This design comes from an exercise in tuning for small area on the open sky130 flow, not from production work. Only simulation tests tie the RTL to the original design; equivalence was not proved. The flow treats the clock pin as an ideal source, which a real chip does not have. No activity file was given, so power comes from the tool's default toggle rates.

==> garnet <==
==> flow/design.v (excerpt) <==
module top (input clk,
			input clr,
			input[7:0] sram_data_in,
			input[7:0] rom_data,
			output sram_we,
			output[18:0] sram_addr,
			output[7:0] sram_data_out,
			output rom_oe,
			output rom_ce,
			output[17:0] rom_addr,
			output EN,
			output LED,
			output sram_oe,
			output sram_ce,
			output sram_NC,
			output rom_pgm,
			output audio_stop,
			output audio_gain,
			output audio_NC,
			output audio_data,
			input[7:0] buttons
			);
export LEC_CHECK = 0
export CAP_MARGIN = 20
export CORE_MARGIN = 2
export CORE_UTILIZATION = 60
export GPL_TIMING_DRIVEN = 0
export PLACE_DENSITY = 0.65
export SLEW_MARGIN = 20
create_clock -name core_clock -period 10.0 [get_ports {clk}]
standard.sh (not shown) runs the stock make flow with config.mk's settings and CLKGATE_MAP_FILE= SYNTH_SCRIPT=/design/flow/synth_recipe.tcl, a recipe that flattens the netlist after the stock synthesis.
==> flow/flow/run.sh <==
#!/bin/bash
# Own layout flow: the standard flow (standard.sh, ORFS) with these changes:
#  - synthesis maps the logic with an area-oriented ABC script (flow/area.abc)
#    and leaves adders to ABC instead of extracting half/full adder cells;
#    registers, their names and cell types are the standard synthesis's
#    (ABC maps only combinational logic); no pass-through output buffers;
#  - port buffers are buf_1 cells, and repair buffers the smaller sizes
#    (flow/small_bufs.tcl);
#  - clock tree synthesis uses clkbuf_8 cells on clusters of at most 18
#    flip-flops within 60 um, and no dummy loads;
#  - after clock tree synthesis, cells off the critical paths are downsized
#    (flow/recover.tcl).
# make's output goes to flow.log here; ORFS keeps each step's log under orfs/logs.
set -euo pipefail
W=$PWD
{
	echo "proc abc {args} { set i [lsearch \$args -script]; lset args [expr {\$i + 1}] $W/flow/area.abc; yosys abc {*}\$args }"
	cat synth_recipe.tcl
} > my_synth.tcl
CTS="-sink_clustering_enable -repair_clock_nets -dont_use_dummy_load -buf_list sky130_fd_sc_hd__clkbuf_8 -sink_clustering_size 18 -sink_clustering_max_diameter 60"
sed -e "s#SYNTH_SCRIPT=[^ ]*#SYNTH_SCRIPT=$W/my_synth.tcl ADDER_MAP_FILE= SYNTH_INSBUF=0 'CTS_ARGS=$CTS' 'BUFFER_PORTS_ARGS=-buffer_cell sky130_fd_sc_hd__buf_1' PRE_FLOORPLAN_TCL=$W/flow/small_bufs.tcl PRE_GLOBAL_PLACE_TCL=$W/flow/small_bufs.tcl PRE_RESIZE_TCL=$W/flow/small_bufs.tcl PRE_CTS_TCL=$W/flow/small_bufs.tcl PRE_GLOBAL_ROUTE_TCL=$W/flow/small_bufs.tcl POST_CTS_TCL=$W/flow/recover.tcl#" standard.sh > my_standard.sh
grep -q "my_synth.tcl ADDER_MAP_FILE=" my_standard.sh
bash my_standard.sh finish > flow.log 2>&1
test -s out/final.def
==> flow/flow/area.abc <==
strash
&get -n
&deepsyn -T 30
&put
dch -f
amap
mfs2
strash
dch -f
amap
topo
==> flow/flow/recover.tcl <==
# Downsize cells off the critical paths, then legalize again.
estimate_parasitics -placement
repair_timing -recover_power 100
detailed_placement
check_placement -verbose
==> flow/flow/small_bufs.tcl <==
# Repair buffers: the smaller sizes only.
set_dont_use {sky130_fd_sc_hd__buf_4 sky130_fd_sc_hd__buf_6 sky130_fd_sc_hd__buf_8 sky130_fd_sc_hd__buf_12 sky130_fd_sc_hd__buf_16 sky130_fd_sc_hd__bufbuf_8 sky130_fd_sc_hd__bufbuf_16}
==> indigo: changes against garnet <==
--- a/flow/flow/run.sh
+++ b/flow/flow/run.sh
@@ -9,3 +9,3 @@
 #  - clock tree synthesis uses clkbuf_8 cells on clusters of at most 18
-#    flip-flops within 60 um, and no dummy loads;
+#    flip-flops within 60 um, clkbuf_4 cells above them, and no dummy loads;
 #  - after clock tree synthesis, cells off the critical paths are downsized
@@ -19,3 +19,3 @@
 } > my_synth.tcl
-CTS="-sink_clustering_enable -repair_clock_nets -dont_use_dummy_load -buf_list sky130_fd_sc_hd__clkbuf_8 -sink_clustering_size 18 -sink_clustering_max_diameter 60"
+CTS="-sink_clustering_enable -repair_clock_nets -dont_use_dummy_load -buf_list sky130_fd_sc_hd__clkbuf_8 -tree_buf sky130_fd_sc_hd__clkbuf_4 -root_buf sky130_fd_sc_hd__clkbuf_4 -sink_clustering_size 18 -sink_clustering_max_diameter 60"
 sed -e "s#SYNTH_SCRIPT=[^ ]*#SYNTH_SCRIPT=$W/my_synth.tcl ADDER_MAP_FILE= SYNTH_INSBUF=0 'CTS_ARGS=$CTS' 'BUFFER_PORTS_ARGS=-buffer_cell sky130_fd_sc_hd__buf_1' PRE_FLOORPLAN_TCL=$W/flow/small_bufs.tcl PRE_GLOBAL_PLACE_TCL=$W/flow/small_bufs.tcl PRE_RESIZE_TCL=$W/flow/small_bufs.tcl PRE_CTS_TCL=$W/flow/small_bufs.tcl PRE_GLOBAL_ROUTE_TCL=$W/flow/small_bufs.tcl POST_CTS_TCL=$W/flow/recover.tcl#" standard.sh > my_standard.sh
==> reports/qor.csv <==
metric;value;unit
status;complete, no violations;
power in combinational cells;3.57;mW
vias in the first global route;14564;
initial antenna violation count;1;
Vias;15474;
clk latency of the worst-skew pair;750;ps
n_diodes;1;
Non-CTS buffers;141;
DRT Pass-1 Iters;9;
sw frac;0.471;
period utilization;0.929;
Internal;3.60;mW
drt via density;6.84;
Arr. time, crit path;9790;ps
# the run above: indigo

==> reports/qor.csv <==
metric;value;unit
period utilization;0.925;
clk latency of the worst-skew pair;600;ps
initial antenna violation count;0;
status;complete, no violations;
n_diodes;0;
sw frac;0.470;
Arr. time, crit path;9610;ps
DRT Pass-1 Iters;6;
drt via density;6.85;
Internal;3.64;mW
# the run above: garnet


========
==> run a: inputs <==
Starting RTL as in the previous note.
==> module audioController, before the edit <==
module audioController (clk, clr, mem_data, data_ready, start, stop_len, addr, req, done, data);
	input clk, clr;
	input [7:0] mem_data;
	input data_ready;
	input start;
	input [7:0] stop_len;
	output reg [18:0] addr;
	output req;
	output done;
	output reg data;
	reg [7:0] len;           
	reg [2:0] bitCounter;
	reg [6:0] counter;
	reg [7:0] data_saved;
	wire [9:0] a3 = {2'd0, len};
	wire [9:0] b3 = {1'b0, len, 1'b0};
	wire [9:0] len3;
	wire [10:0] c3;
	assign c3[0] = 1'b0;
	wire [11:0] a4 = {len[4:0], 7'd0};
	wire [11:0] b4 = {2'd0, len3};
	wire [11:0] endpos;
	wire [12:0] bw;
	assign bw[0] = 1'b0;
	genvar i;
	generate
		for (i = 0; i < 10; i = i + 1) begin : times3
			assign len3[i] = a3[i] ^ b3[i] ^ c3[i];
			assign c3[i+1] = (a3[i] & b3[i]) | (c3[i] & (a3[i] ^ b3[i]));
		end
		for (i = 0; i < 12; i = i + 1) begin : minus
			assign endpos[i] = a4[i] ^ b4[i] ^ bw[i];
			assign bw[i+1] = (~a4[i] & b4[i]) | (bw[i] & ~(a4[i] ^ b4[i]));
		end
	endgenerate
	wire [12:0] gt;
	assign gt[0] = |addr[6:0];
	generate
		for (i = 0; i < 12; i = i + 1) begin : cmp
			assign gt[i+1] = (addr[i+7] & ~endpos[i]) | (~(addr[i+7] ^ endpos[i]) & gt[i]);
		end
	endgenerate
	wire active = ~gt[12];
	wire [7:0] sample = data_ready ? mem_data : data_saved;
	wire run = ~start & active;
	wire bit_end = run & counter == 7'd78;
	wire [19:0] ac;
	wire [7:0] cc;
	assign ac[0] = bit_end & bitCounter == 3'd7;
	assign cc[0] = run;
	wire [18:0] addr_inc;
	wire [6:0] counter_inc;
	generate
		for (i = 0; i < 19; i = i + 1) begin : ainc
			assign addr_inc[i] = addr[i] ^ ac[i];
			assign ac[i+1] = addr[i] & ac[i];
		end
		for (i = 0; i < 7; i = i + 1) begin : cinc
			assign counter_inc[i] = counter[i] ^ cc[i];
			assign cc[i+1] = counter[i] & cc[i];
		end
	endgenerate
	assign req = (bitCounter == 3'd0) & active;
	always @(posedge clk or negedge clr) begin
		if (~clr) begin
			counter <= 7'd0;
			addr <= 19'd0;
			bitCounter <= 3'd0;
			len <= 8'd0;
			data <= 1'b0;
			data_saved <= 8'd0;
		end
		else begin
			addr <= addr_inc & {19{~start}};
			counter <= counter_inc & {7{~bit_end}};
			bitCounter <= bitCounter + bit_end;
			if (start)
				len <= stop_len;
			if (run)
				data_saved <= sample;
			if (bit_end)
				data <= sample[bitCounter];
		end
	end
	assign done = ~active;
endmodule
clock: 10.0 ns
lec_check: 0
cap_margin: 20
core_margin: 2
core_utilization: 60
gpl_timing_driven: 0
place_density: 0.65
slew_margin: 20
==> flow/flow/run.sh <==
#!/bin/bash
# Own layout flow: the standard flow (standard.sh, ORFS) with these changes:
#  - synthesis maps the logic with an area-oriented ABC script (flow/area.abc)
#    and leaves adders to ABC instead of extracting half/full adder cells;
#    registers, their names and cell types are the standard synthesis's
#    (ABC maps only combinational logic); no pass-through output buffers;
#  - port buffers are buf_1 cells, and repair buffers the smaller sizes
#    (flow/small_bufs.tcl);
#  - clock tree synthesis uses clkbuf_8 cells on clusters of at most 18
#    flip-flops within 60 um, and no dummy loads;
#  - after clock tree synthesis, cells off the critical paths are downsized
#    (flow/recover.tcl).
# make's output goes to flow.log here; ORFS keeps each step's log under orfs/logs.
set -euo pipefail
W=$PWD
{
	echo "proc abc {args} { set i [lsearch \$args -script]; lset args [expr {\$i + 1}] $W/flow/area.abc; yosys abc {*}\$args }"
	cat synth_recipe.tcl
} > my_synth.tcl
CTS="-sink_clustering_enable -repair_clock_nets -dont_use_dummy_load -buf_list sky130_fd_sc_hd__clkbuf_8 -tree_buf sky130_fd_sc_hd__clkbuf_4 -root_buf sky130_fd_sc_hd__clkbuf_4 -sink_clustering_size 16 -sink_clustering_max_diameter 70"
sed -e "s#SYNTH_SCRIPT=[^ ]*#SYNTH_SCRIPT=$W/my_synth.tcl ADDER_MAP_FILE= SYNTH_INSBUF=0 'CTS_ARGS=$CTS' 'BUFFER_PORTS_ARGS=-buffer_cell sky130_fd_sc_hd__buf_1' PRE_FLOORPLAN_TCL=$W/flow/small_bufs.tcl PRE_GLOBAL_PLACE_TCL=$W/flow/small_bufs.tcl PRE_RESIZE_TCL=$W/flow/small_bufs.tcl PRE_CTS_TCL=$W/flow/small_bufs.tcl PRE_GLOBAL_ROUTE_TCL=$W/flow/small_bufs.tcl POST_CTS_TCL=$W/flow/recover.tcl#" standard.sh > my_standard.sh
grep -q "my_synth.tcl ADDER_MAP_FILE=" my_standard.sh
bash my_standard.sh finish > flow.log 2>&1
test -s out/final.def
Scripts as last shown in full above: flow/flow/area.abc, flow/flow/recover.tcl, flow/flow/small_bufs.tcl
==> run b: changes against run a <==
--- a/flow/design.v
+++ b/flow/design.v
@@ -375,11 +375,7 @@
 	reg [7:0] data_saved;
-	wire [9:0] a3 = {2'd0, len};
-	wire [9:0] b3 = {1'b0, len, 1'b0};
 	wire [9:0] len3;
-	wire [10:0] c3;
-	assign c3[0] = 1'b0;
-	wire [11:0] a4 = {len[4:0], 7'd0};
-	wire [11:0] b4 = {2'd0, len3};
 	wire [11:0] endpos;
+	wire [10:0] c3;
 	wire [12:0] bw;
+	assign c3[0] = 1'b0;
 	assign bw[0] = 1'b0;
@@ -388,8 +384,12 @@
 		for (i = 0; i < 10; i = i + 1) begin : times3
-			assign len3[i] = a3[i] ^ b3[i] ^ c3[i];
-			assign c3[i+1] = (a3[i] & b3[i]) | (c3[i] & (a3[i] ^ b3[i]));
+			wire x = (i < 8) ? len[i] : 1'b0;
+			wire y = (i >= 1 && i < 9) ? len[i-1] : 1'b0;
+			assign len3[i] = x ^ y ^ c3[i];
+			assign c3[i+1] = (x & y) | (c3[i] & (x ^ y));
 		end
 		for (i = 0; i < 12; i = i + 1) begin : minus
-			assign endpos[i] = a4[i] ^ b4[i] ^ bw[i];
-			assign bw[i+1] = (~a4[i] & b4[i]) | (bw[i] & ~(a4[i] ^ b4[i]));
+			wire x = (i >= 7) ? len[i-7] : 1'b0;
+			wire y = (i < 10) ? len3[i] : 1'b0;
+			assign endpos[i] = x ^ y ^ bw[i];
+			assign bw[i+1] = (~x & y) | (bw[i] & ~(x ^ y));
 		end
--- a/flow/flow/run.sh
+++ b/flow/flow/run.sh
@@ -9,3 +9,3 @@
 #  - clock tree synthesis uses clkbuf_8 cells on clusters of at most 18
-#    flip-flops within 60 um, and no dummy loads;
+#    flip-flops, and no dummy loads;
 #  - after clock tree synthesis, cells off the critical paths are downsized
@@ -19,3 +19,3 @@
 } > my_synth.tcl
-CTS="-sink_clustering_enable -repair_clock_nets -dont_use_dummy_load -buf_list sky130_fd_sc_hd__clkbuf_8 -tree_buf sky130_fd_sc_hd__clkbuf_4 -root_buf sky130_fd_sc_hd__clkbuf_4 -sink_clustering_size 16 -sink_clustering_max_diameter 70"
+CTS="-sink_clustering_enable -repair_clock_nets -dont_use_dummy_load -buf_list sky130_fd_sc_hd__clkbuf_8 -sink_clustering_size 18 -sink_clustering_max_diameter 60"
 sed -e "s#SYNTH_SCRIPT=[^ ]*#SYNTH_SCRIPT=$W/my_synth.tcl ADDER_MAP_FILE= SYNTH_INSBUF=0 'CTS_ARGS=$CTS' 'BUFFER_PORTS_ARGS=-buffer_cell sky130_fd_sc_hd__buf_1' PRE_FLOORPLAN_TCL=$W/flow/small_bufs.tcl PRE_GLOBAL_PLACE_TCL=$W/flow/small_bufs.tcl PRE_RESIZE_TCL=$W/flow/small_bufs.tcl PRE_CTS_TCL=$W/flow/small_bufs.tcl PRE_GLOBAL_ROUTE_TCL=$W/flow/small_bufs.tcl POST_CTS_TCL=$W/flow/recover.tcl#" standard.sh > my_standard.sh
PLACE_DENSITY = 0.75   (was 0.65)
==> run c: changes against run a <==
--- a/flow/design.v
+++ b/flow/design.v
@@ -375,11 +375,7 @@
 	reg [7:0] data_saved;
-	wire [9:0] a3 = {2'd0, len};
-	wire [9:0] b3 = {1'b0, len, 1'b0};
 	wire [9:0] len3;
-	wire [10:0] c3;
-	assign c3[0] = 1'b0;
-	wire [11:0] a4 = {len[4:0], 7'd0};
-	wire [11:0] b4 = {2'd0, len3};
 	wire [11:0] endpos;
+	wire [10:0] c3;
 	wire [12:0] bw;
+	assign c3[0] = 1'b0;
 	assign bw[0] = 1'b0;
@@ -388,8 +384,12 @@
 		for (i = 0; i < 10; i = i + 1) begin : times3
-			assign len3[i] = a3[i] ^ b3[i] ^ c3[i];
-			assign c3[i+1] = (a3[i] & b3[i]) | (c3[i] & (a3[i] ^ b3[i]));
+			wire x = (i < 8) ? len[i] : 1'b0;
+			wire y = (i >= 1 && i < 9) ? len[i-1] : 1'b0;
+			assign len3[i] = x ^ y ^ c3[i];
+			assign c3[i+1] = (x & y) | (c3[i] & (x ^ y));
 		end
 		for (i = 0; i < 12; i = i + 1) begin : minus
-			assign endpos[i] = a4[i] ^ b4[i] ^ bw[i];
-			assign bw[i+1] = (~a4[i] & b4[i]) | (bw[i] & ~(a4[i] ^ b4[i]));
+			wire x = (i >= 7) ? len[i-7] : 1'b0;
+			wire y = (i < 10) ? len3[i] : 1'b0;
+			assign endpos[i] = x ^ y ^ bw[i];
+			assign bw[i+1] = (~x & y) | (bw[i] & ~(x ^ y));
 		end
==> flow/flow/run.sh (replaced) <==
#!/bin/bash
# Own layout flow: the standard flow (standard.sh, ORFS), with these changes:
#  - synthesis maps the logic with an area-oriented ABC script (flow/area.abc)
#    and leaves adders to ABC instead of extracting half/full adder cells;
#    registers, their names and cell types are the standard synthesis's
#    (ABC maps only combinational logic);
#  - port buffers are buf_1 cells;
#  - clock tree synthesis uses small clock buffers and no dummy loads.
# Each tool's output goes to flow.log here and to ORFS's own logs under orfs/logs.
set -euo pipefail
W=$PWD
{
	echo "proc abc {args} { set i [lsearch \$args -script]; lset args [expr {\$i + 1}] $W/flow/area.abc; yosys abc {*}\$args }"
	cat synth_recipe.tcl
} > my_synth.tcl
CTS="-sink_clustering_enable -repair_clock_nets -dont_use_dummy_load -buf_list sky130_fd_sc_hd__clkbuf_16 -sink_clustering_size 36 -sink_clustering_max_diameter 80"
sed -e "s#SYNTH_SCRIPT=[^ ]*#SYNTH_SCRIPT=$W/my_synth.tcl ADDER_MAP_FILE= 'CTS_ARGS=$CTS' 'BUFFER_PORTS_ARGS=-buffer_cell sky130_fd_sc_hd__buf_1'#" standard.sh > my_standard.sh
grep -q "my_synth.tcl ADDER_MAP_FILE=" my_standard.sh
bash my_standard.sh finish > flow.log 2>&1
test -s out/final.def
==> flow/flow/area.abc (replaced) <==
strash
dc2
dch -f
amap
mfs2
strash
dc2
dch -f
amap
mfs2
strash
dch -f
amap
topo
GPL_TIMING_DRIVEN = not set   (was 0)
PLACE_DENSITY = 0.75   (was 0.65)
removed: flow/flow/recover.tcl
removed: flow/flow/small_bufs.tcl
==> summary.md <==
| Metric | Value |
|---|---|
| Fmax | roughly 0.11 GHz |
| WL final | 59800 um |
| Comb pwr share | about 54% |
| Share of the synthesized area in the top cell type | 44.9% |
| Synth area leaders | edfxtp_1, dfrtp_1, nor2_1, nand2_1, o21ai_0 |
| Worst Path Arrival | approximately 9.6 ns |
| Comb group | about 0.004 W |
| Met3 WL | between 7000 and 8000 um |
| Cell area after layout | roughly 0.021 mm^2 |
| CP most frequent cell | nor2_1 |
| Run status | complete, no violations |
| Worst-case clock skew | 0.0833 ns |
| Cell Pwr Density | approximately 350 mW/mm^2 |
Source of the figures above: run c

==> summary.md <==
| Metric | Value |
|---|---|
| Cell Pwr Density | about 340 mW/mm^2 |
| Cell area after layout | 0.0204 mm^2 |
| Critical R2R Capture | _Core.zero_flag |
| Comb group | approximately 0.0036 W |
| Fmax | 0.106 GHz |
| Comb pwr share | between 50% and 60% |
| Synth area leaders | edfxtp_1, dfrtp_1, nor2_1, o21ai_0, o22ai_1 |
| CP most frequent cell | a22oi_1 |
| Run status | complete, no violations |
| Met3 WL | slightly above 6000 um |
| Worst Path Arrival | 9.74 ns |
| Largest net degree at the start of global routing | 33 |
Source of the figures above: run b

==> summary.md <==
| Metric | Value |
|---|---|
| Comb pwr share | between 50% and 60% |
| Fmax | about 0.11 GHz |
| Met3 WL | approximately 5700 um |
| Worst-case clock skew | between 0.1 and 0.15 ns |
| Cell area after layout | approximately 0.02 mm^2 |
| WL final | approximately 58000 um |
| Comb group | around 0.0036 W |
| Cell Pwr Density | approximately 340 mW/mm^2 |
| Run status | complete, no violations |
| Synth area leaders | edfxtp_1, dfrtp_1, nor2_1, o21ai_0, o22ai_1 |
| Worst Path Arrival | around 9.8 ns |
| CP most frequent cell | a22oi_1 |
Source of the figures above: run a

## re-timing with driven ports
No port has a modelled driver above. Below, the same layouts with a new extraction and two added sets of constraints. Step 1 (the two cells are an assumption about what drives the block):
set clk [get_ports {clk}]
set_driving_cell -lib_cell sky130_fd_sc_hd__clkbuf_16 $clk
set_driving_cell -lib_cell sky130_fd_sc_hd__buf_2 [delete_from_list [all_inputs] $clk]
Step 2 times the ports against the registers' clock, not the clock port: input delays grow and output delays shrink by t, the midpoint of the rising clock arrivals with the driver on. a / b / c = ideal ports / drivers / drivers and shift; a / b = the first two.
run | t (ns) | setup WS [ns] | cell pins on the clock port's net
garnet | 0.603 | 0.751 / 0.751 / 0.256 | 1
indigo | 0.720 | 0.709 / 0.709 / 0.347 | 1
run a | 0.706 | 0.678 / 0.678 / 0.253 | 1
run b | 0.599 | 0.600 / 0.581 / -0.018 | 1
run c | 0.590 | 0.750 / 0.761 / 0.172 | 1
With both steps, setup timing fails in run b, where it was met with ideal ports. The setup slack of run b, which loses most, moves by -0.019 ns with the drivers and by -0.618 ns with both steps.
